This is an optimization exercise on Yosys and OpenROAD, whose aim is a short achievable clock period and few clock cycles, not a production implementation. RTL that was checked went through simulation tests only; none was proved equivalent to the original. No activity file was given, so power comes from the tool's default toggle rates.

==> flow/design.v (excerpt) <==
module cpu_8b(
    input wire clk,
    input wire rst,
    output wire halt,
    output wire mem_we,
    output wire [7:0] mem_addr,
    output wire [7:0] mem_wdata,
    input wire [7:0] mem_rdata
);
For scale: ~110 flip-flops, roughly 7600 µm² of cells after synthesis.
make LEC_CHECK=0 CAP_MARGIN=20 CORE_MARGIN=2 CORE_UTILIZATION=40 SETUP_SLACK_MARGIN=3.3 SLEW_MARGIN=20 SYNTH_HIERARCHICAL=1 TNS_END_PERCENT=100 finish   # period 5.0 ns
run.sh (not shown) runs the stock make flow with config.mk's settings and CLKGATE_MAP_FILE= SYNTH_SCRIPT=/design/flow/synth_recipe.tcl, a recipe that flattens the netlist after the stock synthesis.
==> next run, changes <==
--- a/flow/design.v
+++ b/flow/design.v
@@ -265,17 +265,18 @@
     reg [7:0] fp;         
     reg jf;               
     assign halt = halted;
     assign mem_we = we;
     assign mem_addr = aq;
     assign mem_wdata = wdata;
     reg [16:0] dv;
     wire [16:0] dv_ib, dv_rd;
-    cpu_dec dec_ib(.i(ib), .d(dv_ib));
+    reg [16:0] dvb;       
+    assign dv_ib = dvb;
     cpu_dec dec_rd(.i(mem_rdata), .d(dv_rd));
     wire [3:0] off = ir[3:0];
     wire is_add = dv[0];
     wire is_and = dv[1];
     wire is_not = dv[2];
     wire is_alu = dv[3];
     wire is_ld = dv[4];
     wire is_st = dv[5];
@@ -333,18 +334,18 @@
             lo = {1'b0, b[3:0]} + {1'b0, o};
             addoff = {lo[4] ? b[7:4] + 4'd1 : b[7:4], lo[3:0]};
         end
     endfunction
     wire [7:0] ea = addoff(ipc1, off);
     wire [7:0] ta = addoff(ra, off);
     wire [7:0] tb = addoff(rb, off);
     wire [7:0] tgt = ir[4] ? tb : ta;
-    wire [7:0] fpv = jf ? aq + 8'd1 : fp;
-    wire [7:0] fp1 = fpv + 8'd1;
+    reg fi;
+    wire [7:0] fpv = jf ? aq + 8'd1 : (fi ? fp + 8'd1 : fp);
     wire n1 = ibv_e | rki_e | pki;
     wire n2 = (ibv_e & rki_e) | (ibv_e & pki) | (rki_e & pki);
     wire n3 = ibv_e & rki_e & pki;
     wire stf = is_st & (o0 | (o1 & n1) | (o2 & n2) | (o3 & n3));
     wire ldf = is_ld & ((o0 & ~n1) | (o1 & n1 & ~n2) | (o2 & n2 & ~n3) | (o3 & n3));
     wire dib = (stf & ibv_e & o0);
     wire drd = (stf & rki_e & (o0 | (o1 & ibv_e)));
     wire dfl = (stf & pki & (o0 | (o1 & (ibv_e | rki_e)) | (o2 & ibv_e & rki_e)));
@@ -380,29 +381,31 @@
             res <= n_res;
             halted <= 1'b0;
             ir <= 8'd0;
             dv <= 17'd0;
             irv <= 1'b0;
             ipc <= 8'd0;
             ipc1 <= 8'd1;
             ib <= 8'd0;
+            dvb <= 17'd0;
             ibv <= 1'b0;
             aq <= 8'd0;
             we <= 1'b0;
             wdata <= 8'd0;
             pki <= 1'b0;
             pa <= 1'b0;
             pb <= 1'b0;
             rki <= 1'b1;
             la <= 1'b0;
             lb <= 1'b0;
             rpc <= 8'd0;
             fp <= 8'd1;
             jf <= 1'b0;
+            fi <= 1'b0;
             fl <= 1'b0;
             stall_r <= 1'b0;
         end else begin
             stall_r <= n_stall;
             ra <= n_ra;
             rb <= n_rb;
             res <= n_res;
             if ((ex & is_halt) | early_halt) halted <= 1'b1;
@@ -416,41 +419,45 @@
                     ipc1 <= ipc1 + 8'd1;
                 end else begin
                     ir <= mem_rdata;
                     dv <= dv_rd;
                     ipc <= rpc;
                     ipc1 <= rpc + 8'd1;
                 end
             end
-            if (~hold_ib) ib <= mem_rdata;
+            if (~hold_ib) begin
+                ib <= mem_rdata;
+                dvb <= dv_rd;
+            end
             rki <= ex ? fin1 : fin0;
             la <= pa & ~(ex & is_alu & ~ir[4]);
             lb <= pb & ~(ex & is_alu & ir[4]);
             rpc <= aq;
             we <= ex & is_st;
             pa <= ex & is_ld & ~ir[4];
             pb <= ex & is_ld & ir[4];
             wdata <= r4;
             jf <= 1'b0;
+            fi <= 1'b0;
             fl <= ex & taken;
             fp <= fpv;
             if (ex & (is_ld | is_st)) begin
                 aq <= ea;
                 pki <= is_ld ? ldf : stf;
                 if (is_ld ? ldf : stf) jf <= 1'b1;
             end else if (ex & taken) begin
                 aq <= tgt;
                 pki <= 1'b1;
                 jf <= 1'b1;
             end else begin
                 aq <= fpv;
                 if (ex ? room1 : (room0 & ~over0)) begin
                     pki <= 1'b1;
-                    fp <= fp1;
+                    fi <= 1'b1;
                 end else begin
                     pki <= 1'b0;
                     if (~ex & over0) fp <= rpc;
                 end
             end
         end
     end
 endmodule
Final cell count went up by about 6.5%.
Design area went up by 6.5%.
Setup slack gains 0.051 ns.
Die area went up by about 3%.
Non-clock buffer count went down by 6.
Via count went up by 2.3%.
Power went up by about 16%.
Critical path depth does not change.
Clock power went up by 57%.
Synthesized cell count went up by about 4.3%.
Global-route usage went down by 1.0 points.
Area after synthesis went up by about 3%.
Wire length went up by 3.5%.
No functional check of the RTL was part of any run of this note.


Another version of the RTL of cpu_8b (not shown whole).
Size in the first run: roughly 28 I/O pins, about 8100 um^2 of cells after synthesis.
Settings: LEC_CHECK=0, CAP_MARGIN=20, CORE_MARGIN=2, CORE_UTILIZATION=40, SETUP_SLACK_MARGIN=3.3, SLEW_MARGIN=20, SYNTH_HIERARCHICAL=1, TNS_END_PERCENT=100; clock period 5.0 ns.
The first run completed without violations.
Then changed:
--- a/flow/design.v
+++ b/flow/design.v
@@ -293,24 +293,23 @@
     wire x32 = dv[16];
     wire zf = (res == 8'd0);
     wire taken = is_jmp | (is_jz & zf);
     wire irv_e = irv;
     wire ibv_e = ibv;
     wire rki_e = rki;
     wire kill = ex & taken;
     reg stall_r;
     wire stall = stall_r;
     wire ex, exq, exr;
-    reg go;
-    cpu_ex ex0(.v(go), .halted(1'b0), .stall(stall), .ex(ex));
-    cpu_ex ex1(.v(go), .halted(1'b0), .stall(stall), .ex(exq));
-    cpu_ex ex2(.v(go), .halted(1'b0), .stall(stall), .ex(exr));
+    cpu_ex ex0(.v(irv_e), .halted(halted), .stall(stall), .ex(ex));
+    cpu_ex ex1(.v(irv_e), .halted(halted), .stall(stall), .ex(exq));
+    cpu_ex ex2(.v(irv_e), .halted(halted), .stall(stall), .ex(exr));
     wire [7:0] va = la ? mem_rdata : ra;
     wire [7:0] vb = lb ? mem_rdata : rb;
     wire [7:0] r4 = ir[4] ? vb : va;
     wire fwd = (la & reads_a) | (lb & reads_b);
     wire [7:0] ab;
     cpu_add add(.a(ra), .b(rb), .s(ab));
     wire [7:0] s3n = ir[3] ? rb : ra;
     wire [7:0] yadd = x32 ? 8'h00 : {s3n[6:0], 1'b0};
     wire [7:0] yand = x32 ? (ra & rb) : s3n;
     wire [7:0] yn = is_add ? yadd : (is_and ? yand : ~s3n);
@@ -354,47 +353,44 @@
     wire e2_1 = rki_e & ~drd;
     wire fin1 = pki & ~dfl;
     wire room1 = ~(e1_1 & e2_1 & fin1);
     wire over0 = irv_e & ibv_e & rki_e;
     wire fin0 = pki & ~over0;
     wire nibv0 = (irv_e & (ibv_e | rki_e)) | (ibv_e & rki_e);
     wire room0 = ~((irv_e | ibv_e | rki_e) & nibv0 & fin0);
     wire take = exq | ~irv_e;
     wire src_ib = ibv_e & ~dib;
     wire hold_ib = ibv_e & ~exq;
-    wire n_irv = (exq ? (e1_1 | e2_1) : (irv_e | ibv_e | rki_e)) & ~kill;
     function stl(input pa_, pb_, la_, lb_, rda, rdb, nfa, nfb);
         stl = (pa_ & rda) | (pb_ & rdb) | (la_ & nfa) | (lb_ & nfb);
     endfunction
     wire pa1 = is_ld & ~ir[4];
     wire pb1 = is_ld & ir[4];
     wire la1 = pa & ~(is_alu & ~ir[4]);
     wire lb1 = pb & ~(is_alu & ir[4]);
     wire use_rd = exq ? ~src_ib : ~irv_e;
     wire xpa = exq & pa1;
     wire xpb = exq & pb1;
     wire xla = exq ? la1 : pa;
     wire xlb = exq ? lb1 : pb;
-    wire s_rd;
-    cpu_srd srd(.i(mem_rdata), .pa(xpa), .pb(xpb), .la(xla), .lb(xlb), .s(s_rd));
+    wire s_rd = stl(xpa, xpb, xla, xlb, dv_rd[9], dv_rd[10], dv_rd[17], dv_rd[18]);
     wire s1_ib = stl(pa1, pb1, la1, lb1, dv_ib[9], dv_ib[10], dv_ib[17], dv_ib[18]);
     wire s0_ir = stl(1'b0, 1'b0, pa, pb, reads_a, reads_b, dv[17], dv[18]);
     wire n_stall = use_rd ? s_rd : (exq ? s1_ib : s0_ir);
     wire nx_halt = ibv_e ? (ib[7:5] == 3'd7) : (rki_e & (mem_rdata[7:5] == 3'd7));
     wire early_halt = nx_halt & (ibv_e | rki_e) & (~irv_e | (ex & ~is_st & ~taken));
     always @(posedge clk) begin
         if (rst) begin
             ra <= n_ra;
             rb <= n_rb;
             res <= n_res;
             halted <= 1'b0;
-            go <= 1'b0;
             ir <= 8'd0;
             dv <= 19'd0;
             irv <= 1'b0;
             ipc <= 8'd0;
             ipc1 <= 8'd1;
             ib <= 8'd0;
             dvb <= 19'd0;
             ibv <= 1'b0;
             aq <= 8'd0;
             we <= 1'b0;
@@ -409,22 +405,21 @@
             fp <= 8'd1;
             jf <= 1'b0;
             fi <= 1'b0;
             stall_r <= 1'b0;
         end else begin
             stall_r <= n_stall;
             ra <= n_ra;
             rb <= n_rb;
             res <= n_res;
             if ((ex & is_halt) | early_halt) halted <= 1'b1;
-            go <= n_irv & ~(halted | (ex & is_halt) | early_halt);
-            irv <= n_irv;
+            irv <= (exq ? (e1_1 | e2_1) : (irv_e | ibv_e | rki_e)) & ~kill;
             ibv <= (exq ? (e1_1 & e2_1) : nibv0) & ~kill;
             if (take) begin
                 if (src_ib) begin
                     ir <= ib;
                     dv <= dv_ib;
                     ipc <= ipc1;
                     ipc1 <= ipc1 + 8'd1;
                 end else begin
                     ir <= mem_rdata;
                     dv <= dv_rd;
@@ -511,25 +506,10 @@
     output wire [7:0] d
 );
     assign d = ({8{g}} & a) | r;
 endmodule
 module cpu_ex(
     input wire v, halted, stall,
     output wire ex
 );
     assign ex = v & ~halted & ~stall;
 endmodule
-module cpu_srd(
-    input wire [7:0] i,
-    input wire pa, pb, la, lb,
-    output wire s
-);
-    wire [2:0] op = i[7:5];
-    wire is_add = (op == 3'd0);
-    wire is_alu = (op == 3'd0) | (op == 3'd1) | (op == 3'd2);
-    wire rd2 = (op == 3'd0) | (op == 3'd1);
-    wire rd4 = (op == 3'd4) | (op == 3'd5) | (op == 3'd6);
-    wire ra_ = (is_alu & ~i[3]) | (rd2 & ~i[2]) | (rd4 & ~i[4]);
-    wire rb_ = (is_alu & i[3]) | (rd2 & i[2]) | (rd4 & i[4]);
-    wire nf = (is_add & (i[3] != i[2])) | (op == 3'd5) | (op == 3'd6);
-    assign s = (pa & ra_) | (pb & rb_) | (la & ra_ & nf) | (lb & rb_ & nf);
-endmodule
Outcome: The changed run completed with no timing, DRC or antenna violations. Final area goes up by a little under a tenth. Power goes up by well over a third. Die area goes down by a few percent. Worst setup slack is better by 93 ps. Clock power goes up by a little under a tenth. Routed wire length goes up by roughly a tenth. Clock-buffer cell count stays the same. Global-route usage goes up by 2.4 points. Flip-flop and latch count goes down by 1. Synthesized area goes down by a few percent. Sequential share of layout area goes down by 2.1 points. Cell count goes up by a few percent. Maximum frequency goes up by a few percent.
Function was not checked in any run of this note: the RTL went through the layout flow alone.


Another version of the RTL of cpu_8b (not shown whole).
==> module cpu_8b, before the edit <==
module cpu_8b(
    input wire clk,
    input wire rst,
    output wire halt,
    output wire mem_we,
    output wire [7:0] mem_addr,
    output wire [7:0] mem_wdata,
    input wire [7:0] mem_rdata
);
    reg [7:0] ra, rb;
    reg [7:0] res;        
    reg halted;
    reg [7:0] ir;         
    reg irv;
    reg [7:0] ipc;        
    reg [7:0] ipc1;       
    reg [7:0] ib;         
    reg ibv;
    reg [7:0] aq;         
    reg we;
    reg [7:0] wdata;
    reg pki;              
    reg pa, pb;           
    reg rki;              
    reg la, lb;           
    reg [7:0] rpc;
    reg [7:0] fp;         
    reg jf;               
    assign halt = halted;
    assign mem_we = we;
    assign mem_addr = aq;
    assign mem_wdata = wdata;
    reg [16:0] dv;
    wire [16:0] dv_ib, dv_rd;
    cpu_dec dec_ib(.i(ib), .d(dv_ib));
    cpu_dec dec_rd(.i(mem_rdata), .d(dv_rd));
    wire [3:0] off = ir[3:0];
    wire is_add = dv[0];
    wire is_and = dv[1];
    wire is_not = dv[2];
    wire is_alu = dv[3];
    wire is_ld = dv[4];
    wire is_st = dv[5];
    wire is_jmp = dv[6];
    wire is_jz = dv[7];
    wire is_halt = dv[8];
    wire reads_a = dv[9];
    wire reads_b = dv[10];
    wire fwd_ok = dv[11];
    wire o0 = dv[12];
    wire o1 = dv[13];
    wire o2 = dv[14];
    wire o3 = dv[15];
    wire x32 = dv[16];
    wire zf = (res == 8'd0);
    wire taken = is_jmp | (is_jz & zf);
    reg fl;
    wire irv_e = irv & ~fl;
    wire ibv_e = ibv & ~fl;
    wire rki_e = rki & ~fl;
    wire stall = (pa & reads_a) | (pb & reads_b) |
                 (((la & reads_a) | (lb & reads_b)) & ~fwd_ok);
    wire ex = irv_e & ~halted & ~stall;
    wire [7:0] va = la ? mem_rdata : ra;
    wire [7:0] vb = lb ? mem_rdata : rb;
    wire [7:0] r4 = ir[4] ? vb : va;
    wire fwd = (la & reads_a) | (lb & reads_b);
    wire [7:0] ab = ra + rb;
    wire [7:0] s3n = ir[3] ? rb : ra;
    wire [7:0] yadd = x32 ? ab : {s3n[6:0], 1'b0};
    wire [7:0] yand = x32 ? (ra & rb) : s3n;
    wire [7:0] yn = is_add ? yadd : (is_and ? yand : ~s3n);
    wire [7:0] m = ~x32 ? 8'hff : (lb ? ra : rb);
    wire [7:0] rd = mem_rdata;
    wire [7:0] yfw = ({8{is_add}} & {rd[6:0], 1'b0}) | ({8{is_and}} & rd & m) |
                     ({8{is_not}} & ~rd);
    wire [7:0] y = fwd ? yfw : yn;
    function [7:0] addoff(input [7:0] b, input [3:0] o);
        reg [4:0] lo;
        begin
            lo = {1'b0, b[3:0]} + {1'b0, o};
            addoff = {lo[4] ? b[7:4] + 4'd1 : b[7:4], lo[3:0]};
        end
    endfunction
    wire [7:0] ea = addoff(ipc1, off);
    wire [7:0] ta = addoff(ra, off);
    wire [7:0] tb = addoff(rb, off);
    wire [7:0] tgt = ir[4] ? tb : ta;
    wire [7:0] fpv = jf ? aq + 8'd1 : fp;
    wire [7:0] fp1 = fpv + 8'd1;
    wire n1 = ibv_e | rki_e | pki;
    wire n2 = (ibv_e & rki_e) | (ibv_e & pki) | (rki_e & pki);
    wire n3 = ibv_e & rki_e & pki;
    wire stf = is_st & (o0 | (o1 & n1) | (o2 & n2) | (o3 & n3));
    wire ldf = is_ld & ((o0 & ~n1) | (o1 & n1 & ~n2) | (o2 & n2 & ~n3) | (o3 & n3));
    wire dib = (stf & ibv_e & o0);
    wire drd = (stf & rki_e & (o0 | (o1 & ibv_e)));
    wire dfl = (stf & pki & (o0 | (o1 & (ibv_e | rki_e)) | (o2 & ibv_e & rki_e)));
    wire e1_1 = ibv_e & ~dib;
    wire e2_1 = rki_e & ~drd;
    wire fin1 = pki & ~dfl;
    wire room1 = ~(e1_1 & e2_1 & fin1);
    wire over0 = irv_e & ibv_e & rki_e;
    wire fin0 = pki & ~over0;
    wire nibv0 = (irv_e & (ibv_e | rki_e)) | (ibv_e & rki_e);
    wire room0 = ~((irv_e | ibv_e | rki_e) & nibv0 & fin0);
    wire nx_halt = ibv_e ? (ib[7:5] == 3'd7) : (rki_e & (mem_rdata[7:5] == 3'd7));
    wire early_halt = nx_halt & (ibv_e | rki_e) & (~irv_e | (ex & ~is_st & ~taken));
    always @(posedge clk) begin
        if (rst) begin
            ra <= 8'd0;
            rb <= 8'd0;
            res <= 8'd1;
            halted <= 1'b0;
            ir <= 8'd0;
            dv <= 17'd0;
            irv <= 1'b0;
            ipc <= 8'd0;
            ipc1 <= 8'd1;
            ib <= 8'd0;
            ibv <= 1'b0;
            aq <= 8'd0;
            we <= 1'b0;
            wdata <= 8'd0;
            pki <= 1'b0;
            pa <= 1'b0;
            pb <= 1'b0;
            rki <= 1'b1;
            la <= 1'b0;
            lb <= 1'b0;
            rpc <= 8'd0;
            fp <= 8'd1;
            jf <= 1'b0;
            fl <= 1'b0;
        end else begin
            if (la & ~(ex & is_alu & ~ir[4])) ra <= mem_rdata;
            if (lb & ~(ex & is_alu & ir[4])) rb <= mem_rdata;
            if (ex & is_alu) begin
                if (ir[4]) rb <= y;
                else ra <= y;
                res <= y;
            end
            if ((ex & is_halt) | early_halt) halted <= 1'b1;
            if (ex) begin
                irv <= e1_1 | e2_1;
                ibv <= e1_1 & e2_1;
                if (e1_1) begin
                    ir <= ib;
                    dv <= dv_ib;
                    ipc <= ipc1;
                    ipc1 <= ipc1 + 8'd1;
                    ib <= mem_rdata;
                end else begin
                    ir <= mem_rdata;
                    dv <= dv_rd;
                    ipc <= rpc;
                    ipc1 <= rpc + 8'd1;
                end
            end else begin
                irv <= irv_e | ibv_e | rki_e;
                ibv <= nibv0;
                if (irv_e) begin
                    if (~ibv_e) ib <= mem_rdata;
                end else if (ibv_e) begin
                    ir <= ib;
                    dv <= dv_ib;
                    ipc <= ipc1;
                    ipc1 <= ipc1 + 8'd1;
                    ib <= mem_rdata;
                end else begin
                    ir <= mem_rdata;
                    dv <= dv_rd;
                    ipc <= rpc;
                    ipc1 <= rpc + 8'd1;
                end
            end
            rki <= ex ? fin1 : fin0;
            la <= pa & ~(ex & is_alu & ~ir[4]);
            lb <= pb & ~(ex & is_alu & ir[4]);
            rpc <= aq;
            we <= ex & is_st;
            pa <= ex & is_ld & ~ir[4];
            pb <= ex & is_ld & ir[4];
            wdata <= r4;
            jf <= 1'b0;
            fl <= ex & taken;
            fp <= fpv;
            if (ex & (is_ld | is_st)) begin
                aq <= ea;
                pki <= is_ld ? ldf : stf;
                if (is_ld ? ldf : stf) jf <= 1'b1;
            end else if (ex & taken) begin
                aq <= tgt;
                pki <= 1'b1;
                jf <= 1'b1;
            end else begin
                aq <= fpv;
                if (ex ? room1 : (room0 & ~over0)) begin
                    pki <= 1'b1;
                    fp <= fp1;
                end else begin
                    pki <= 1'b0;
                    if (~ex & over0) fp <= rpc;
                end
            end
        end
    end
endmodule
Settings: LEC_CHECK=0, CAP_MARGIN=20, CORE_MARGIN=2, CORE_UTILIZATION=40, SETUP_SLACK_MARGIN=3.3, SLEW_MARGIN=20, SYNTH_HIERARCHICAL=1, TNS_END_PERCENT=100; clock period 5.0 ns.
The starting point produced a clean layout.
Testbench counts at the start, summed over its fixed seeds: cycles 36,310.
Rerun with:
--- a/flow/design.v
+++ b/flow/design.v
@@ -304,7 +304,8 @@
     wire [7:0] r4 = ir[4] ? vb : va;
     wire fwd = (la & reads_a) | (lb & reads_b);
-    wire [7:0] ab = ra + rb;
+    wire [7:0] ab;
+    cpu_add add(.a(ra), .b(rb), .s(ab));
     wire [7:0] s3n = ir[3] ? rb : ra;
-    wire [7:0] yadd = x32 ? ab : {s3n[6:0], 1'b0};
+    wire [7:0] yadd = x32 ? 8'h00 : {s3n[6:0], 1'b0};
     wire [7:0] yand = x32 ? (ra & rb) : s3n;
     wire [7:0] yn = is_add ? yadd : (is_and ? yand : ~s3n);
@@ -314,4 +315,14 @@
                      ({8{is_not}} & ~rd);
     wire [7:0] y = fwd ? yfw : yn;
+    wire gsum = ex & is_add & x32 & ~fwd & ~rst;
+    wire wra = ex & is_alu & ~ir[4];
+    wire wrb = ex & is_alu & ir[4];
+    wire [7:0] qa = rst ? 8'h00 : (wra ? y : (la ? mem_rdata : ra));
+    wire [7:0] qb = rst ? 8'h00 : (wrb ? y : (lb ? mem_rdata : rb));
+    wire [7:0] qr = rst ? 8'h01 : ((ex & is_alu) ? y : res);
+    wire [7:0] n_ra, n_rb, n_res;
+    cpu_or_and fa_(.g(gsum & ~ir[4]), .a(ab), .r(qa), .d(n_ra));
+    cpu_or_and fb_(.g(gsum & ir[4]), .a(ab), .r(qb), .d(n_rb));
+    cpu_or_and fr_(.g(gsum), .a(ab), .r(qr), .d(n_res));
     function [7:0] addoff(input [7:0] b, input [3:0] o);
         reg [4:0] lo;
@@ -347,7 +358,7 @@
     always @(posedge clk) begin
         if (rst) begin
-            ra <= 8'd0;
-            rb <= 8'd0;
-            res <= 8'd1;
+            ra <= n_ra;
+            rb <= n_rb;
+            res <= n_res;
             halted <= 1'b0;
             ir <= 8'd0;
@@ -372,11 +383,7 @@
             fl <= 1'b0;
         end else begin
-            if (la & ~(ex & is_alu & ~ir[4])) ra <= mem_rdata;
-            if (lb & ~(ex & is_alu & ir[4])) rb <= mem_rdata;
-            if (ex & is_alu) begin
-                if (ir[4]) rb <= y;
-                else ra <= y;
-                res <= y;
-            end
+            ra <= n_ra;
+            rb <= n_rb;
+            res <= n_res;
             if ((ex & is_halt) | early_halt) halted <= 1'b1;
             if (ex) begin
@@ -474,2 +481,15 @@
     assign d[16] = i[3] ^ i[2];
 endmodule
+module cpu_add(
+    input wire [7:0] a, b,
+    output wire [7:0] s
+);
+    assign s = a + b;
+endmodule
+module cpu_or_and(
+    input wire g,
+    input wire [7:0] a, r,
+    output wire [7:0] d
+);
+    assign d = ({8{g}} & a) | r;
+endmodule
Die area increases by a few percent.
Critical path depth climbs by 1.
Register-to-register slack is about the same.
Synthesized cell count rises slightly.
Total power is lower by a little under a tenth.
Area after synthesis rose by a few percent.
Non-clock buffer count increases by 7.
Count of clock-buffer cells in the layout decreases by 2.
Clock skew went up by 3.5 ps.
Fmax grows slightly.
No functional check of the RTL was part of the second run of this note.

[static timing again, ports no longer ideal]
The flow's constraints put no driver on any port. The routed layouts listed below were extracted and timed again, unchanged, in two steps.
Step 1: set_driving_cell puts a clkbuf_16 on clk and a buf_2 on each other input, an assumption about the parent block.
Step 2, shift: input delay + t, output delay - t, t = (earliest + latest rising clock arrival at the registers) / 2. This alone moves slack from input paths to output paths.
Slacks: no drivers / after step 1 / after step 2; pairs: no drivers / after step 1.
| run | shift t [ns] | setup slack, ns | slew at the worst register clock pin (ns) |
|---|---|---|---|
| the first run of note 1 | 0.400 | 2.818 / 2.818 / 2.555 | 0.08 / 0.08 |
| the second run of note 1 | 0.470 | 2.869 / 2.866 / 2.396 | 0.06 / 0.06 |
| the first run of note 2 | 0.466 | 2.811 / 2.811 / 2.715 | 0.06 / 0.06 |
| the second run of note 2 | 0.482 | 2.904 / 2.905 / 2.423 | 0.06 / 0.06 |
| the first run of note 3 | 0.404 | 2.876 / 2.876 / 2.668 | 0.08 / 0.08 |
| the second run of note 3 | 0.406 | 2.888 / 2.888 / 2.731 | 0.08 / 0.08 |
After both steps setup and hold are still met in every run listed. The setup slack of the second run of note 2, which loses most, moves by +0.001 ns with the drivers and by -0.481 ns with both steps.
